Context: an optimization exercise on an open-source flow, tuned for small area. The choices shown serve that exercise and are no tape-out recipe.
The RTL was checked by simulation tests, not by an equivalence proof against the original design.
The flow treats the clock pin as an ideal source, which a real chip does not have.
No activity file was given, so power comes from the tool's default toggle rates.

run 1:
==> flow/design.v (excerpt) <==
module process(Rout,Gout,Bout,OKout,Rin,Gin,Bin,operation,value,clka,reset,OKin);
Size: ~190 cells after synthesis, ~63 I/O pins, roughly 2100 µm² of cells after synthesis.
Settings: LEC_CHECK=0, CAP_MARGIN=20, CORE_MARGIN=2, CORE_UTILIZATION=72, SLEW_MARGIN=20, SYNTH_HIERARCHICAL=1; clock period 10.0 ns.
standard.sh (not shown) runs the stock make flow with config.mk's settings and CLKGATE_MAP_FILE= SYNTH_SCRIPT=/design/flow/synth_recipe.tcl, a recipe that flattens the netlist after the stock synthesis.
==> flow/flow/run.sh <==
#!/bin/bash
# Own layout flow: the standard flow (standard.sh) with these changes:
#  * synthesis is synth_recipe.tcl unchanged except that ABC maps each module for
#    area with area.abc (no buffering/upsizing) instead of ORFS's speed script;
#  * the port buffers are buf_1 instead of the buffer_ports default;
#  * CTS runs without a dummy load, and post_cts.tcl makes its root buffer clkbuf_1;
#  * everything else (floorplan, PDN, taps, CTS, routing) is the standard flow.
set -euo pipefail
WORK=$(pwd)
mkdir -p "$WORK/own"
sed 's#log_cmd abc {\*}$abc_args#log_cmd abc -script $::env(OWN_ABC_SCRIPT) {*}[lrange $abc_args 2 end]#' \
  "$FLOW_HOME/scripts/synth.tcl" > "$WORK/own/synth_mod.tcl"
grep -q OWN_ABC_SCRIPT "$WORK/own/synth_mod.tcl"
export OWN_SYNTH_MOD="$WORK/own/synth_mod.tcl"
export OWN_ABC_SCRIPT="$WORK/flow/area.abc"
export OWN_CLKROOT=sky130_fd_sc_hd__clkbuf_1
bash standard.sh \
  "SYNTH_SCRIPT=$WORK/flow/own_synth.tcl" \
  "BUFFER_PORTS_ARGS=-buffer_cell sky130_fd_sc_hd__buf_1" \
  "CTS_ARGS=-sink_clustering_enable -repair_clock_nets -dont_use_dummy_load -buf_list sky130_fd_sc_hd__clkbuf_8" \
  "POST_CTS_TCL=$WORK/flow/post_cts.tcl" \
  finish > "$WORK/standard_flow.log" 2>&1
==> flow/flow/area.abc <==
strash
&get -n
&dch -f
&nf -R 1000
&put
==> flow/flow/own_synth.tcl <==
# The standard synthesis (synth_recipe.tcl) with one change: ORFS's synth.tcl is used as
# synth_mod.tcl, a copy whose ABC call maps for area with flow/area.abc (written by run.sh).
proc synth {args} { yosys synth -nofsm -noshare {*}$args }
source $::env(OWN_SYNTH_MOD)
# left out here: clear keep_hierarchy, flatten, clean up, hide names made inside functions, write 1_2_yosys.v
==> flow/flow/post_cts.tcl <==
# POST_CTS hook: CTS makes a root clock buffer that drives only the leaf clock buffers,
# which then drive the flip-flops. The root needs little drive, so it becomes the
# smallest clock buffer; placement is legalised again afterwards.
set root [get_cells -quiet clkbuf_0_clka]
if { [llength $root] == 1 } {
  replace_cell $root $::env(OWN_CLKROOT)
  detailed_placement
  estimate_parasitics -placement
  puts "post_cts: root clock buffer is now $::env(OWN_CLKROOT)"
}
What run 2 does differently from run 1 at the input level:
- CORE_UTILIZATION: 72 -> 55
--- a/flow/flow/run.sh
+++ b/flow/flow/run.sh
@@ -20 +20 @@
-  "CTS_ARGS=-sink_clustering_enable -repair_clock_nets -dont_use_dummy_load -buf_list sky130_fd_sc_hd__clkbuf_8" \
+  "CTS_ARGS=-sink_clustering_enable -repair_clock_nets -dont_use_dummy_load" \
--- a/flow/flow/area.abc
+++ b/flow/flow/area.abc
@@ -1,0 +2,3 @@
+&get -n
+&deepsyn -T 10
+&put
## What came out
- Synthesized-area fraction occupied by ao, oa, aoi and oai cells essentially unchanged between run 2 and run 1.
- Sort run 2 and run 1 by die area, descending, and run 2 comes first.
- Comparing run 2 and run 1, the lower hold slack is on run 2.
- Run 1 → run 2: clock share of power essentially unchanged, number of vias in the routed layout now sits lower.
- The area growth from synthesis to final layout number comes out lower for run 1 vs run 2.
What run 3 does differently from run 2 at the input level:
==> flow/flow/area.abc <==
strash
&get -n
&dch -f
&nf -R 1000
&put
[summary]
Share of the core filled with cells in the final layout: run 3 vs run 2, no meaningful difference. Time the final worst path needs with I/O delays and setup in run 3 is 310 ps below run 2. On post-layout worst setup margin, the higher figure sits with run 3, not run 2. Looking at end of the critical path, the Bout[3]$_DFF_P_ result is from run 2; the Bout[7]$_DFF_P_ one comes from run 3. Between run 2 and run 3, the flow reports weighted congestion at the end of routability-driven global placement decreasing by a few percent. Cell area after layout of run 2 is on par with run 3. Max freq run 2 -> run 3: improved. Compared to run 2, run 3 has delay of the slowest critical-path stage 30 ps lower. [compare] base=run 2 new=run 3: wire length moved down; logic gate share of total power decreased 1.2 points; total leakage power went down.
--- input diff run 3..run 4 ---
- a change of CORE_UTILIZATION from 55 to 65
--- a/flow/flow/run.sh
+++ b/flow/flow/run.sh
@@ -20 +20 @@
-  "CTS_ARGS=-sink_clustering_enable -repair_clock_nets -dont_use_dummy_load" \
+  "CTS_ARGS=-sink_clustering_enable -repair_clock_nets -dont_use_dummy_load -buf_list sky130_fd_sc_hd__clkbuf_8" \
[summary]
In run 4 the share of cell area taken by flip-flops and latches turned out 0.17 points higher than in run 3.
From run 3 to run 4 the numbers moved as follows: least setup slack across all paths after layout shows a reduction of 180 ps, worst hold slack across all endpoints shows an increase of 13 ps, via count shows an increase of about 2.3%, post-synthesis cell area shows no meaningful change.
Run comparison: run 3 capture point of the critical path Bout[7]$_DFF_P_; run 4 capture point of the critical path Bout[5]$_DFF_P_


Another version of the RTL of process (not shown whole).
Size in the first run: ~190 cells after synthesis, about 25 flip-flops, about 63 I/O pins.
export LEC_CHECK = 0
export CAP_MARGIN = 20
export CORE_MARGIN = 2
export CORE_UTILIZATION = 65
export GPL_TIMING_DRIVEN = 0
export SLEW_MARGIN = 20
export SYNTH_HIERARCHICAL = 1
create_clock -name core_clock -period 10.0 [get_ports {clka}]
==> flow/flow/run.sh <==
#!/bin/bash
# Own layout flow: the standard flow (standard.sh) with these changes:
#  * synthesis is synth_recipe.tcl unchanged except that ABC maps each module for
#    area with area.abc (no buffering/upsizing) instead of ORFS's speed script;
#  * the port buffers are buf_1 instead of the buffer_ports default;
#  * CTS uses clkbuf_8 buffers without a dummy load, and post_cts.tcl makes its root
#    buffer clkbuf_1;
#  * everything else (floorplan, PDN, taps, CTS, routing) is the standard flow.
set -euo pipefail
WORK=$(pwd)
mkdir -p "$WORK/own"
sed 's#log_cmd abc {\*}$abc_args#log_cmd abc -script $::env(OWN_ABC_SCRIPT) {*}[lrange $abc_args 2 end]#' \
  "$FLOW_HOME/scripts/synth.tcl" > "$WORK/own/synth_mod.tcl"
grep -q OWN_ABC_SCRIPT "$WORK/own/synth_mod.tcl"
export OWN_SYNTH_MOD="$WORK/own/synth_mod.tcl"
export OWN_ABC_SCRIPT="$WORK/flow/area.abc"
export OWN_CLKROOT=sky130_fd_sc_hd__clkbuf_1
bash standard.sh \
  "SYNTH_SCRIPT=$WORK/flow/own_synth.tcl" \
  "BUFFER_PORTS_ARGS=-buffer_cell sky130_fd_sc_hd__buf_1" \
  "CTS_ARGS=-sink_clustering_enable -repair_clock_nets -dont_use_dummy_load -buf_list sky130_fd_sc_hd__clkbuf_8" \
  "POST_CTS_TCL=$WORK/flow/post_cts.tcl" \
  finish > "$WORK/standard_flow.log" 2>&1
==> flow/flow/area.abc <==
strash
&get -n
&dch -f
&nf -R 1000
&put
Scripts as last shown in full above: flow/flow/own_synth.tcl, flow/flow/post_cts.tcl
The baseline finished clean.
Then changed:
- GPL_TIMING_DRIVEN: 0 -> not set
Via count is higher by 2.3%.
Count of clock-buffer cells in the layout does not change.
Worst hold slack degrades by 0.028 ns.
Wire length went up by 9.7%.
Worst setup slack gets better by 0.0092 ns.
Global-route usage goes up by 1.8 points.
Maximum frequency stays flat.
Clock power went up by about 2%.
Then changed:
- CAP_MARGIN: 20 -> 0
- GPL_TIMING_DRIVEN: not set -> 0
- SLEW_MARGIN: 20 -> 0
Outcome: The changed run ran to the end with no violations; synthesized area stays the same; first-iteration DRC count is unchanged; count of clock-buffer cells in the layout is unchanged; worst setup slack got worse by 0.029 ns; final cell count came out lower slightly; routed wire length went down by roughly a tenth.


process, a different RTL version from the one above (not shown whole).
Size: about 25 flip-flops, ~2100 sq um of cells after synthesis.
==> flow/config.mk <==
export PLATFORM = sky130hd
export DESIGN_NAME = process
export DESIGN_NICKNAME = process
export VERILOG_FILES = /design/flow/design.v
export SDC_FILE = /design/flow/constraint.sdc
export NUM_CORES = 4
export LEC_CHECK = 0
export CAP_MARGIN = 20
export CORE_MARGIN = 2
export CORE_UTILIZATION = 65
export SLEW_MARGIN = 20
export SYNTH_HIERARCHICAL = 1
==> flow/constraint.sdc <==
create_clock -name core_clock -period 10.0 [get_ports {clka}]
set_input_delay 2.0000 -clock core_clock [delete_from_list [all_inputs] [get_ports {clka}]]
set_output_delay 2.0000 -clock core_clock [all_outputs]
set_load 0.01 [all_outputs]
==> flow/flow/run.sh <==
#!/bin/bash
# Own layout flow: the standard flow (standard.sh) with these changes:
#  * synthesis is synth_recipe.tcl unchanged except that ABC maps each module for
#    area with area.abc (no buffering/upsizing) instead of ORFS's speed script;
#  * the port buffers are buf_1 instead of the buffer_ports default;
#  * CTS runs without a dummy load, and post_cts.tcl makes its root buffer clkbuf_1;
#  * everything else (floorplan, PDN, taps, CTS, routing) is the standard flow.
set -euo pipefail
WORK=$(pwd)
mkdir -p "$WORK/own"
sed 's#log_cmd abc {\*}$abc_args#log_cmd abc -script $::env(OWN_ABC_SCRIPT) {*}[lrange $abc_args 2 end]#' \
  "$FLOW_HOME/scripts/synth.tcl" > "$WORK/own/synth_mod.tcl"
grep -q OWN_ABC_SCRIPT "$WORK/own/synth_mod.tcl"
export OWN_SYNTH_MOD="$WORK/own/synth_mod.tcl"
export OWN_ABC_SCRIPT="$WORK/flow/area.abc"
export OWN_CLKROOT=sky130_fd_sc_hd__clkbuf_1
bash standard.sh \
  "SYNTH_SCRIPT=$WORK/flow/own_synth.tcl" \
  "BUFFER_PORTS_ARGS=-buffer_cell sky130_fd_sc_hd__buf_1" \
  "CTS_ARGS=-sink_clustering_enable -repair_clock_nets -dont_use_dummy_load -buf_list sky130_fd_sc_hd__clkbuf_8" \
  "POST_CTS_TCL=$WORK/flow/post_cts.tcl" \
  finish > "$WORK/standard_flow.log" 2>&1
Scripts as last shown in full above: flow/flow/area.abc, flow/flow/own_synth.tcl, flow/flow/post_cts.tcl
==> next run, changes <==
==> flow/flow/run.sh (replaced) <==
#!/bin/bash
# Own layout flow: the standard flow (standard.sh) with three changes:
#  * synthesis is synth_recipe.tcl unchanged except that ABC maps each module for
#    area with area.abc (no buffering/upsizing) instead of ORFS's speed script;
#  * the port buffers are buf_1 instead of the buffer_ports default;
#  * CTS runs without a dummy load;
#  * everything else (floorplan, PDN, taps, CTS, routing) is the standard flow.
set -euo pipefail
WORK=$(pwd)
mkdir -p "$WORK/own"
sed 's#log_cmd abc {\*}$abc_args#log_cmd abc -script $::env(OWN_ABC_SCRIPT) {*}[lrange $abc_args 2 end]#' \
  "$FLOW_HOME/scripts/synth.tcl" > "$WORK/own/synth_mod.tcl"
grep -q OWN_ABC_SCRIPT "$WORK/own/synth_mod.tcl"
export OWN_SYNTH_MOD="$WORK/own/synth_mod.tcl"
export OWN_ABC_SCRIPT="$WORK/flow/area.abc"
bash standard.sh \
  "SYNTH_SCRIPT=$WORK/flow/own_synth.tcl" \
  "BUFFER_PORTS_ARGS=-buffer_cell sky130_fd_sc_hd__buf_1" \
  "CTS_ARGS=-sink_clustering_enable -repair_clock_nets -dont_use_dummy_load" \
  finish > "$WORK/standard_flow.log" 2>&1
- CORE_UTILIZATION: 65 -> 55
removed: flow/flow/post_cts.tcl
Effect:
- clock power climbs by about 17%
- cell count climbs by about 1.3%
- non-clock buffer count stays the same
- critical path depth is unchanged
- power climbs by about 2.5%
- first-iteration DRC count drops by about 27%
- sequential share of layout area drops by 0.12 points
- count of clock-buffer cells in the layout is unchanged
- area after synthesis is unchanged
- global-route usage drops by 3.2 points

-- static timing again, ports no longer ideal --
How much do the figures lean on ideal ports? The routed layouts below were timed once more, with nothing changed but the port constraints. Step 1 (the two cells are an assumption about what drives the block):
set clk [get_ports {clka}]
set_driving_cell -lib_cell sky130_fd_sc_hd__clkbuf_16 $clk
set_driving_cell -lib_cell sky130_fd_sc_hd__buf_2 [delete_from_list [all_inputs] $clk]
Step 2 times the ports against the registers' clock, not the clock port: input delays grow and output delays shrink by t, the midpoint of the rising clock arrivals with the driver on. Three values: no drivers, after step 1, after step 2; two values: the first two.
run	t, ns	setup slack, ns	hold WS [ns]	worst register clock-pin slew, ns
run 1	0.354	0.442 / 0.440 / 0.085	2.017 / 2.021 / 2.375	0.09 / 0.09
run 2	0.355	0.530 / 0.533 / 0.178	1.919 / 1.917 / 2.272	0.09 / 0.09
run 3	0.378	0.842 / 0.845 / 0.467	1.984 / 1.984 / 2.362	0.09 / 0.09
run 4	0.364	0.659 / 0.650 / 0.285	1.997 / 2.000 / 2.364	0.09 / 0.09
the first run of note 2	0.361	0.600 / 0.605 / 0.243	1.997 / 1.993 / 2.355	0.09 / 0.09
the second run of note 2	0.367	0.609 / 0.609 / 0.242	1.969 / 1.971 / 2.339	0.09 / 0.09
the third run of note 2	0.370	0.580 / 0.584 / 0.214	1.982 / 1.978 / 2.349	0.09 / 0.09
the first run of note 3	0.357	0.850 / 0.849 / 0.492	2.009 / 2.007 / 2.364	0.08 / 0.08
the second run of note 3	0.283	0.665 / 0.671 / 0.387	2.093 / 2.087 / 2.371	0.09 / 0.09
After both steps every run listed still meets setup and hold. For run 3, which loses most, drivers alone change the setup slack by +0.003 ns; drivers and shift together by -0.375 ns.
